What follows belongs to an exercise in optimizing a design on an open flow for small area, a short achievable clock period and few clock cycles per item; a production flow would make more cautious choices. Only the layout flow was run in this run; the RTL was not checked for function there. Power figures rest on the tool's default switching activity, not on a simulated workload.

==> design/flow/design.v <==
module grn_step (input logic [68:0] v, output logic [68:0] y);
assign y[0] = v[40];
assign y[1] = v[40] & ~ v[32];
assign y[2] = v[35] & ~ (v[36] | v[6]);
assign y[3] = ((v[50] | v[33]) & v[36]) & ~ v[2];
assign y[4] = ~ (v[20] & 0);
assign y[5] = (v[48] | v[31]) & ~ (v[33] | v[36]);
assign y[6] = (v[7] | v[8]) & ~ v[21];
assign y[7] = v[17] & ~ (v[10] | v[32]);
assign y[8] = v[13] & ~ (v[21] | v[32]);
assign y[9] = v[46] & ~ v[47];
assign y[10] = v[31];
assign y[11] = v[42] & v[52];
assign y[12] = (v[4] | v[48] | v[26]) & ~ v[20];
assign y[13] = v[30];
assign y[14] = v[34];
assign y[15] = v[28];
assign y[16] = v[64];
assign y[17] = v[52] | v[16];
assign y[18] = v[15];
assign y[19] = v[59];
assign y[20] = ~ (v[14] | v[2]);
assign y[21] = (v[31] | v[48]) & ~ v[43];
assign y[22] = ~ v[23];
assign y[23] = (v[2] | (v[42] & v[52]));
assign y[24] = v[19] & ~ v[49];
assign y[25] = v[1] | v[29];
assign y[26] = ((v[4] | v[15]) & v[25]) & ~ v[20];
assign y[27] = (v[33] & v[2]) & ~ (v[20] | v[0]);
assign y[28] = v[38] | v[40];
assign y[29] = v[9] | v[51] | v[52];
assign y[30] = (v[3] | v[50] | v[9]) & ~ v[5];
assign y[31] = ~ v[22];
assign y[32] = (v[33] | v[44]) & ~ (v[20] | v[6]);
assign y[33] = (v[37] | v[25] | v[0]) & ~ v[27];
assign y[34] = v[11];
assign y[35] = (v[14] | v[39]) & ~ v[37];
assign y[36] = v[9] & ~ v[2];
assign y[37] = v[33] & ~ (v[31] | v[26]);
assign y[38] = v[9] | v[39];
assign y[39] = v[14] | v[19];
assign y[40] = v[52] & ~ v[41];
assign y[41] = v[31] | v[48];
assign y[42] = v[47];
assign y[43] = v[30];
assign y[44] = v[51] & ~ v[26];
assign y[45] = v[44] | v[31];
assign y[46] = v[33] | v[17];
assign y[47] = v[15] | v[52];
assign y[48] = v[24];
assign y[49] = v[48];
assign y[50] = v[7] & ~ v[5];
assign y[51] = v[57] & ~ v[45];
assign y[52] = v[54];
assign y[53] = (v[62] | v[65]) & ~ v[59];
assign y[54] = v[58];
assign y[55] = v[60] & ~ (v[63] | v[57]);
assign y[56] = (v[61] | v[63]) & ~ (v[62] | v[57] | v[60]);
assign y[57] = v[53];
assign y[58] = (v[63] | v[66]) & ~ v[62];
assign y[59] = v[58] | v[65] | v[31];
assign y[60] = v[65] | v[55];
assign y[61] = v[65] | v[58];
assign y[62] = v[53] | v[55];
assign y[63] = v[56] | v[64];
assign y[64] = v[63] & ~ v[57];
assign y[65] = (v[66] | v[54]) & ~ v[62];
assign y[66] = v[31];
assign y[67] = (v[18] & v[12]) & ~ (v[32] | v[6]);
assign y[68] = v[6];
endmodule
module grn_step2 (input logic [68:0] v, output logic [68:0] y);
assign y[0] = (v[52] & ~ v[41]);
assign y[1] = (v[52] & ~ v[41]) & ~ ((v[33] | v[44]) & ~ (v[20] | v[6]));
assign y[2] = ((v[14] | v[39]) & ~ v[37]) & ~ ((v[9] & ~ v[2]) | ((v[7] | v[8]) & ~ v[21]));
assign y[3] = (((v[7] & ~ v[5]) | ((v[37] | v[25] | v[0]) & ~ v[27])) & (v[9] & ~ v[2])) & ~ (v[35] & ~ (v[36] | v[6]));
assign y[4] = ~ ((~ (v[14] | v[2])) & 0);
assign y[5] = ((v[24]) | (~ v[22])) & ~ (((v[37] | v[25] | v[0]) & ~ v[27]) | (v[9] & ~ v[2]));
assign y[6] = ((v[17] & ~ (v[10] | v[32])) | (v[13] & ~ (v[21] | v[32]))) & ~ ((v[31] | v[48]) & ~ v[43]);
assign y[7] = (v[52] | v[16]) & ~ ((v[31]) | ((v[33] | v[44]) & ~ (v[20] | v[6])));
assign y[8] = (v[30]) & ~ (((v[31] | v[48]) & ~ v[43]) | ((v[33] | v[44]) & ~ (v[20] | v[6])));
assign y[9] = (v[33] | v[17]) & ~ (v[15] | v[52]);
assign y[10] = (~ v[22]);
assign y[11] = (v[47]) & (v[54]);
assign y[12] = ((~ (v[20] & 0)) | (v[24]) | (((v[4] | v[15]) & v[25]) & ~ v[20])) & ~ (~ (v[14] | v[2]));
assign y[13] = ((v[3] | v[50] | v[9]) & ~ v[5]);
assign y[14] = (v[11]);
assign y[15] = (v[38] | v[40]);
assign y[16] = (v[63] & ~ v[57]);
assign y[17] = (v[54]) | (v[64]);
assign y[18] = (v[28]);
assign y[19] = (v[58] | v[65] | v[31]);
assign y[20] = ~ ((v[34]) | (v[35] & ~ (v[36] | v[6])));
assign y[21] = ((~ v[22]) | (v[24])) & ~ (v[30]);
assign y[22] = ~ ((v[2] | (v[42] & v[52])));
assign y[23] = ((v[35] & ~ (v[36] | v[6])) | ((v[47]) & (v[54])));
assign y[24] = (v[59]) & ~ (v[48]);
assign y[25] = (v[40] & ~ v[32]) | (v[9] | v[51] | v[52]);
assign y[26] = (((~ (v[20] & 0)) | (v[28])) & (v[1] | v[29])) & ~ (~ (v[14] | v[2]));
assign y[27] = (((v[37] | v[25] | v[0]) & ~ v[27]) & (v[35] & ~ (v[36] | v[6]))) & ~ ((~ (v[14] | v[2])) | (v[40]) );
assign y[28] = (v[9] | v[39]) | (v[52] & ~ v[41]);
assign y[29] = (v[46] & ~ v[47]) | (v[57] & ~ v[45]) | (v[54]);
assign y[30] = ((((v[50] | v[33]) & v[36]) & ~ v[2]) | (v[7] & ~ v[5]) | (v[46] & ~ v[47])) & ~ ((v[48] | v[31]) & ~ (v[33] | v[36]));
assign y[31] = ~ (~v[23]);
assign y[32] = (((v[37] | v[25] | v[0]) & ~ v[27]) | (v[51] & ~ v[26])) & ~ ((~ (v[14] | v[2])) | ((v[7] | v[8]) & ~ v[21]));
assign y[33] = ((v[33] & ~ (v[31] | v[26])) | (v[1] | v[29]) | (v[40]) ) & ~ ((v[33] & v[2]) & ~ (v[20] | v[0]));
assign y[34] = (v[42] & v[52]);
assign y[35] = ((v[34]) | (v[14] | v[19])) & ~ (v[33] & ~ (v[31] | v[26]));
assign y[36] = (v[46] & ~ v[47]) & ~ (v[35] & ~ (v[36] | v[6]));
assign y[37] = ((v[37] | v[25] | v[0]) & ~ v[27]) & ~ ((~ v[22]) | (((v[4] | v[15]) & v[25]) & ~ v[20]));
assign y[38] = (v[46] & ~ v[47]) | (v[14] | v[19]);
assign y[39] = (v[34]) | (v[59]);
assign y[40] = (v[54]) & ~ (v[31] | v[48]);
assign y[41] = (~ v[22]) | (v[24]);
assign y[42] = (v[15] | v[52]);
assign y[43] = ((v[3] | v[50] | v[9]) & ~ v[5]);
assign y[44] = (v[57] & ~ v[45]) & ~ (((v[4] | v[15]) & v[25]) & ~ v[20]);
assign y[45] = (v[51] & ~ v[26]) | (~ v[22]);
assign y[46] = ((v[37] | v[25] | v[0]) & ~ v[27]) | (v[52] | v[16]);
assign y[47] = (v[28]) | (v[54]);
assign y[48] = (v[19] & ~ v[49]);
assign y[49] = (v[24]);
assign y[50] = (v[17] & ~ (v[10] | v[32])) & ~ ((v[48] | v[31]) & ~ (v[33] | v[36]));
assign y[51] = (v[53]) & ~ (v[44] | v[31]);
assign y[52] = (v[58]);
assign y[53] = ((v[53] | v[55]) | ((v[66] | v[54]) & ~ v[62])) & ~ (v[58] | v[65] | v[31]);
assign y[54] = ((v[63] | v[66]) & ~ v[62]);
assign y[55] = (v[65] | v[55]) & ~ ((v[56] | v[64]) | (v[53]));
assign y[56] = ((v[65] | v[58]) | (v[56] | v[64])) & ~ ((v[53] | v[55]) | (v[53]) | (v[65] | v[55]));
assign y[57] = ((v[62] | v[65]) & ~ v[59]);
assign y[58] = ((v[56] | v[64]) | (v[31])) & ~ (v[53] | v[55]);
assign y[59] = ((v[63] | v[66]) & ~ v[62]) | ((v[66] | v[54]) & ~ v[62]) | (~ v[22]);
assign y[60] = ((v[66] | v[54]) & ~ v[62]) | (v[60] & ~ (v[63] | v[57]));
assign y[61] = ((v[66] | v[54]) & ~ v[62]) | ((v[63] | v[66]) & ~ v[62]);
assign y[62] = ((v[62] | v[65]) & ~ v[59]) | (v[60] & ~ (v[63] | v[57]));
assign y[63] = ((v[61] | v[63]) & ~ (v[62] | v[57] | v[60])) | (v[63] & ~ v[57]);
assign y[64] = (v[56] | v[64]) & ~ (v[53]);
assign y[65] = ((v[31]) | (v[58])) & ~ (v[53] | v[55]);
assign y[66] = (~ v[22]);
assign y[67] = ((v[15]) & ((v[4] | v[48] | v[26]) & ~ v[20])) & ~ (((v[33] | v[44]) & ~ (v[20] | v[6])) | ((v[7] | v[8]) & ~ v[21]));
assign y[68] = ((v[7] | v[8]) & ~ v[21]);
endmodule
module grn_farm #(
	parameter VECTOR_SIZE = 69,
	parameter LS          = 2,          
	parameter LK          = 1,          
	parameter G           = 6           
) (
	input  logic                   clk,
	input  logic                   rst,
	input  logic                   in_valid,
	input  logic [VECTOR_SIZE-1:0] in_conf,
	output logic                   in_ready,
	output logic                   out_valid,
	output logic [VECTOR_SIZE-1:0] out_conf,
	output logic [31:0]            out_transient,
	output logic [31:0]            out_length
);
localparam int S  = 1 << LS;
localparam int K  = 1 << LK;
localparam int LU = LS + LK;
localparam int CW = 32 - LU;
localparam int EW = 1 + (K - 1) * G;    
localparam logic [1:0] P_EMPTY = 2'd0;
localparam logic [1:0] P_ONE   = 2'd1;     
localparam logic [1:0] P_TWO   = 2'd2;     
localparam logic [1:0] P_DONE  = 2'd3;
logic [1:0]             ph [S];
logic [VECTOR_SIZE-1:0] A  [S];
logic [VECTOR_SIZE-1:0] B  [S];
logic [VECTOR_SIZE-1:0] C  [S];
logic [EW-1:0]          E  [S];     
logic [CW-1:0]          c1 [S];
logic [CW-1:0]          c2 [S];
logic [LU-1:0]          u1 [S];
logic [LU-1:0]          dd [S];     
logic                   bw [S];     
logic                   fresh;      
logic [1:0]             ph_n [S];
logic [VECTOR_SIZE-1:0] A_n  [S];
logic [VECTOR_SIZE-1:0] B_n  [S];
logic [EW-1:0]          E_n  [S];
logic [LU-1:0]          u1_n [S];
logic [LU-1:0]          dd_n [S];
logic                   bw_n [S];
logic [CW-1:0] c1_inc, c2_inc, c2_dec;
assign c1_inc = c1[0] + 1'b1;
assign c2_inc = c2[0] + 1'b1;
assign c2_dec = c2[S-1] - 1'b1;
genvar s, q;
generate
	for (s = 0; s < S; s = s + 1) begin : gen_stage
		localparam int SP = (s + S - 1) % S;    
		logic [VECTOR_SIZE-1:0] a  [K+1];
		logic [VECTOR_SIZE-1:0] b  [K+1];
		assign a[0] = A[s];
		assign b[0] = B[s];
		for (q = 0; q < K; q = q + 1) begin : gen_sub
			grn_step  step_a (.v(a[q]), .y(a[q+1]));
			grn_step2 step_b (.v(b[q]), .y(b[q+1]));
			if (q == 0) begin : g_first
				if (s == 0) begin : g_s0
					assign E_n[s][0] = (a[0] == b[0]) && !fresh;
				end else begin : g_sn
					assign E_n[s][0] = (a[0] == b[0]);
				end
			end else begin : g_late
				genvar g;
				for (g = 0; g < G; g = g + 1) begin : gen_grp
					localparam int LO = g * VECTOR_SIZE / G;
					localparam int HI = (g + 1) * VECTOR_SIZE / G - 1;
					assign E_n[s][1 + (q - 1) * G + g] = (a[q][HI:LO] == b[q][HI:LO]);
				end
			end
		end
		assign A_n[s] = a[K];
		assign B_n[s] = b[K];
		logic [K-1:0] meet;
		assign meet[0] = E[s][0];
		for (q = 1; q < K; q = q + 1) begin : gen_meet
			assign meet[q] = &E[s][1 + (q - 1) * G +: G];
		end
		always_comb begin
			logic [1:0] p;
			p       = ph[s];
			u1_n[s] = u1[s];
			dd_n[s] = dd[s];
			bw_n[s] = bw[s];
			for (int k = 0; k < K; k = k + 1) begin
				if (meet[k] && p == P_TWO) begin
					p       = P_DONE;
					dd_n[s] = LU'(K*SP + k) - u1_n[s];
					bw_n[s] = LU'(K*SP + k) < u1_n[s];
				end
				if (meet[k] && p == P_ONE) begin
					p       = P_TWO;
					u1_n[s] = LU'(K*SP + k);
				end
			end
			ph_n[s] = p;
		end
		if (s < S - 1) begin : g_pass
			always_ff @(posedge clk) begin
				if (rst) ph[s+1] <= P_EMPTY;
				else     ph[s+1] <= ph_n[s];
				A[s+1]  <= A_n[s];
				B[s+1]  <= B_n[s];
				C[s+1]  <= C[s];
				E[s+1]  <= E_n[s];
				if (s == 0) begin
					c1[s+1] <= (ph_n[s] == P_ONE && !fresh) ? c1_inc : c1[s];
					c2[s+1] <= (ph_n[s] == P_TWO) ? c2_inc : c2[s];
				end else begin
					c1[s+1] <= c1[s];
					c2[s+1] <= c2[s];
				end
				u1[s+1] <= u1_n[s];
				dd[s+1] <= dd_n[s];
				bw[s+1] <= bw_n[s];
			end
		end
	end
endgenerate
logic [1:0] ph_ahead;
always_comb begin
	ph_ahead = ph_n[S-2];
	if (E_n[S-2][0] && ph_ahead == P_TWO)      ph_ahead = P_DONE;
	else if (E_n[S-2][0] && ph_ahead == P_ONE) ph_ahead = P_TWO;
end
logic free;
assign in_ready = free;
always_ff @(posedge clk) begin
	if (rst) begin
		free      <= 1'b1;
		ph[0]     <= P_EMPTY;
		out_valid <= 1'b0;
	end else begin
		free      <= (ph_ahead == P_EMPTY) || (ph_ahead == P_DONE);
		ph[0]     <= free ? (in_valid ? P_ONE : P_EMPTY) : ph_n[S-1];
		out_valid <= free && (ph_n[S-1] == P_DONE);
	end
	fresh <= free;
	if (free) begin
		A[0]  <= in_conf;
		B[0]  <= in_conf;
		C[0]  <= in_conf;
		E[0]  <= '0;
		c1[0] <= '0;
		c2[0] <= '0;
	end else begin
		A[0]  <= A_n[S-1];
		B[0]  <= B_n[S-1];
		C[0]  <= C[S-1];
		E[0]  <= E_n[S-1];
		c1[0] <= c1[S-1];
		c2[0] <= c2[S-1];
	end
	u1[0] <= u1_n[S-1];
	dd[0] <= dd_n[S-1];
	bw[0] <= bw_n[S-1];
	out_conf      <= C[S-1];
	out_transient <= {c1[S-1], u1_n[S-1]};
	out_length    <= {bw_n[S-1] ? c2_dec : c2[S-1], dd_n[S-1]};
end
endmodule
==> design/flow/run.sh <==
#!/bin/bash
# synth_recipe.tcl (not shown) runs the flow's synth.tcl, then flattens the netlist and writes it again
# the make line also repeats each setting of config.mk as NAME=value (left out here)
make -C /OpenROAD-flow-scripts/flow DESIGN_CONFIG=/design/flow/config.mk WORK_HOME=/design/flow/orfs CLKGATE_MAP_FILE= SYNTH_SCRIPT=/design/flow/synth_recipe.tcl finish
==> design/flow/config.mk <==
export PLATFORM = sky130hd
export DESIGN_NAME = grn_farm
export DESIGN_NICKNAME = grn_farm
export VERILOG_FILES = /design/flow/design.v
export SDC_FILE = /design/flow/constraint.sdc
export NUM_CORES = 4
export LEC_CHECK = 0
export CAP_MARGIN = 20
export CORE_MARGIN = 2
export CORE_UTILIZATION = 45
export CTS_CLUSTER_DIAMETER = 80
export CTS_CLUSTER_SIZE = 25
export PLACE_DENSITY = 0.6
export SETUP_SLACK_MARGIN = 2.9
export SLEW_MARGIN = 20
==> design/flow/constraint.sdc <==
create_clock -name core_clock -period 5.0 [get_ports {clk}]
set_input_delay 1.0000 -clock core_clock [delete_from_list [all_inputs] [get_ports {clk}]]
set_output_delay 1.0000 -clock core_clock [all_outputs]
set_load 0.01 [all_outputs]
==> results.txt <==
## registers in the layout, summed over array words and instances (netlist names), 30 cells and up
| name | flops |
|---|---|
| A | 266 |
| B | 267 |
| C | 276 |
| c1 | 116 |
| c2 | 116 |
| out_conf | 69 |
| out_length | 30 |
| out_transient | 30 |
## metrics by stage
step           instances  worst slack, ns  cell area, µm²  hold slack [ns]  utilization [%]
2_1_floorplan       4306             2.88           43000            0.310                -
3_3_place_gp        5678             2.35           46400            0.310             48.9
3_5_place_dp        5678             2.30           46400            0.312             49.0
4_1_cts             5783             2.74           48900            0.325             51.6
5_1_grt             5798             2.75           49600            0.333             52.3
6_report            5801             2.78           49600            0.322             52.4
## worst max-delay path, delay by kind of cell (launching register included)
kind	cells	cell delay [ns]
buffers and inverters	1	0.20
DFF	1	0.54
AOI/OAI and AO/OA	2	0.46
and+or+nand+nor	3	0.86
## routing by layer
layer	up-vias	track usage, %
li1	14948	-
met1	16354	46.4
met2	1867	55.9
met3	553	6.28
met4	2	21.7
met5	-	0
## worst max path at each step
stage | endpoint | slack, ns | start | cells past startpoint
floorplan | out_length[9]$_DFF_P_ | 2.88 | ph[3][1]$_SDFF_PP0_ | 7
global route | out_length[24]$_DFF_P_ | 2.75 | ph[3][1]$_SDFF_PP0_ | 9
detailed placement | out_length[31]$_DFF_P_ | 2.30 | E[3][0]$_DFF_P_ | 6
finish | B[1][33]$_DFF_P_ | 2.78 | B[0][33]$_DFF_P_ | 6
global placement | E[3][1]$_DFF_P_ | 2.35 | B[2][22]$_DFF_P_ | 5
CTS | in_ready | 2.74 | free$_SDFF_PP1_ | 1
## placed cells by master (no fill, tap or decap), types with 77 or more instances in the layout
| master | synthesis | final |
|---|---|---|
| a21oi_1 | 126 | 119 |
| buf_6 | 1 | 90 |
| dfxtp_1 | 1235 | 1046 |
| dfxtp_2 | 0 | 162 |
| inv_1 | 190 | 185 |
| nand2_1 | 277 | 272 |
| nand4_1 | 77 | 77 |
| nor2_1 | 411 | 391 |
| nor2b_1 | 157 | 141 |
| nor3_1 | 180 | 160 |
| nor4_1 | 112 | 90 |
| o21ai_0 | 180 | 172 |
| xnor2_1 | 305 | 302 |
| xor2_1 | 221 | 221 |
## repair_timing
action / 4_1_cts / 5_1_grt
resized for setup: 890 / 174
setup buffers: 24 / 14
cloned: 2 / 1
setup endpoints to repair: 390 / 247
pin swaps: 12 / 29
hold endpoints to repair: 0 / 0
## area by class of cell
class	instances	area, µm²	area share [%]
Clock inverter	17	284	0.573
Timing Repair Buffer	272	2560	5.16
Antenna cell	3	7.51	0.0151
Inverter	190	718	1.45
Tap cell	1265	1580	3.19
Multi-Input combinational cell	2757	17900	36.1
Sequential cell	1235	25000	50.5
Clock buffer	62	1530	3.09
## kinds of logic (layout without fill, tap and decap cells)
family	Yosys count	count (layout)	share of synthesized area, %
muxes	38	38	0.958
adders and majority gates	9	9	0.262
other	0	3	0
AOI/OAI and AO/OA	599	599	8.96
xor gates and xnor gates	526	526	10.7
buffers and inverters	315	541	2.78
and+or+nand+nor	1584	1585	18.7
DFF	1235	1235	57.6
## power groups by stage
| stage | combinational (mW) | clock (mW) | sequential (mW) |
|---|---|---|---|
| after floorplan | 2.49 | 0 | 11.2 |
| after global placement | 3.73 | 0 | 12.1 |
| after detailed placement | 3.69 | 0 | 12.1 |
| after CTS | 3.79 | 5.77 | 11.9 |
| after global routing | 4.20 | 6.11 | 12.0 |
| final | 4.05 | 5.69 | 12.0 |
==> results.txt <==
M1 wire length - 73900 µm
Hold-fix buffers, CTS - 0
Boundary Pins - 207
Hold WC Path Type - reg -> reg
Setup TNS - 0 ns
Largest net degree at the start of global routing - 206
Psw - 7.28 mW
Synth Instances - 4306
Critical Path End Type - register
Routed wire per std cell - 31.1 µm
R2R depth - 6
WL met2 - 79100 µm
Max Root-Sink Buffers - 3
Die ar. - 97900 µm²
Clock Latency Late Sink - 0.74 ns
Peak supply drop - 0.285 mV
H-tree levels - 2
Worst Hold End - C[1][23]$_DFF_P_
Clock skew - 0.0266 ns
Synth area leader - dfxtp_1
Layout area overhead - 15.5%
RR Startpoint - B[0][33]$_DFF_P_
Status - timing/DRC/antenna clean
Tot Pwr - 21.7 mW
Layout net count - 4598
Sw Share - 33.5%
Slew HR - 26.2%
Hold depth - 0
Post-Syn Area - 42900 µm²
Register area share after synthesis - 57.6%
Critical Path AT - 2.81 ns
Library cells used by synthesis - 78
Antenna viol nets, final - 0
Total GRT Usage - 35.8%
Main synth FF type - dfxtp_1
Crit-path max FO - 8
Kind of critical path - reg -> reg
Drt pass-1 iters - 6
Clock sink count - 1235
Synth warn - 51
Die Ht - 313 µm
Hold wc startpoint - C[0][23]$_DFF_P_
First-pass GRT wire length - 248000 µm
Number of global-route vias before repair - 32600
GRT overflow - 0
CTS Root Cell - clkbuf_16
Crit share post-route - 44.3%
Initial antenna violation count - 5
Max-cap violations - 0
Worst r2r dst - B[1][33]$_DFF_P_
Crit path top cell by count - nor3b_2
Share of layout cells above drive strength 1 - 15.6%
Number of synthesized register bits - 1235
Critical path's largest stage delay - 0.54 ns
Die W - 313 µm
Row cnt - 113
Asr flop ratio synth - 0%
Syn_area_per_cell - 9.97 µm²
RSZ-0062 raised after global routing - true
Clock share of power - 26.2%
CTS Buf Count - 61
DR vias - 33724
Max Slew Vio Count - 0
Post-synth top area share - 57.6%
Post-DP HPWL - 141000 µm
P_int - 14.4 mW
GPL Wtd Cong - 1.06
FILL cells - 8781
Drc violations - 0
Met3 wire len - 14600 µm
Number of flops mapped to enable cells by yosys - 0
Power per cell area - 438 nW/µm²
Worst-Margin Slew - 1.11 ns
Synth cell count leaders - dfxtp_1 (1235), nor2_1 (411), xnor2_1 (305)
Final hold vios - 0
Initial core utilization - 45.3%
Max Fclk - 451 MHz
Leakage - 19.5 nW
Clock transition at path regs - 0.10 ns
Ranking of synthesized cells by area - dfxtp_1 (58%), xnor2_1 (6.2%), xor2_1 (4.5%)
Setup violators final - 0
Setup crit start kind - register
DR iter-0 viols - 4214
Synth Net Count - 4387
Worst path required time - 5.60 ns
R2R setup slack - 2.78 ns
Critical path's slowest cell - dfxtp_2
Core area - 94700 µm²
Final min period - 2.22 ns
Via density per instance - 5.81
Post-Route WL - 181000 µm
Sequential share of power - 55.2%
Count leader, synth - dfxtp_1
Top layer in use - met5
Share of total power in combinational logic - 18.6%
CTS tree - done
Crit path cell chain - nor3b_2 > o41ai_4 > buf_4 > nor3b_2 > nor2_1 > a21oi_2
Port-buffer cells - 206

-- afterwards: timing with drivers on the ports --
Ports are ideal in the flow. The routed layout listed here was re-timed in OpenROAD.
Step 1 sets driving cells, clkbuf_16 on the clock port and buf_2 on the other inputs (assumed; they add their load-dependent delay and slew).
Step 2 adds t to the input delays and takes it off the output delays; t is the mean of the earliest and latest rising clock arrival at the registers after step 1. Input paths then give back, and output paths get back, about the clock's delay inside the block.
Slacks: ideal ports / drivers / drivers and shift; pairs: ideal ports / drivers.
t (ns): 0.798
setup slack, ns: 2.784 / 2.722 / 2.686
worst slew at a driven data input, ns: 0.09
After both steps this run still meets setup and hold. For this run, drivers alone change the setup slack by -0.062 ns; drivers and shift together by -0.098 ns.
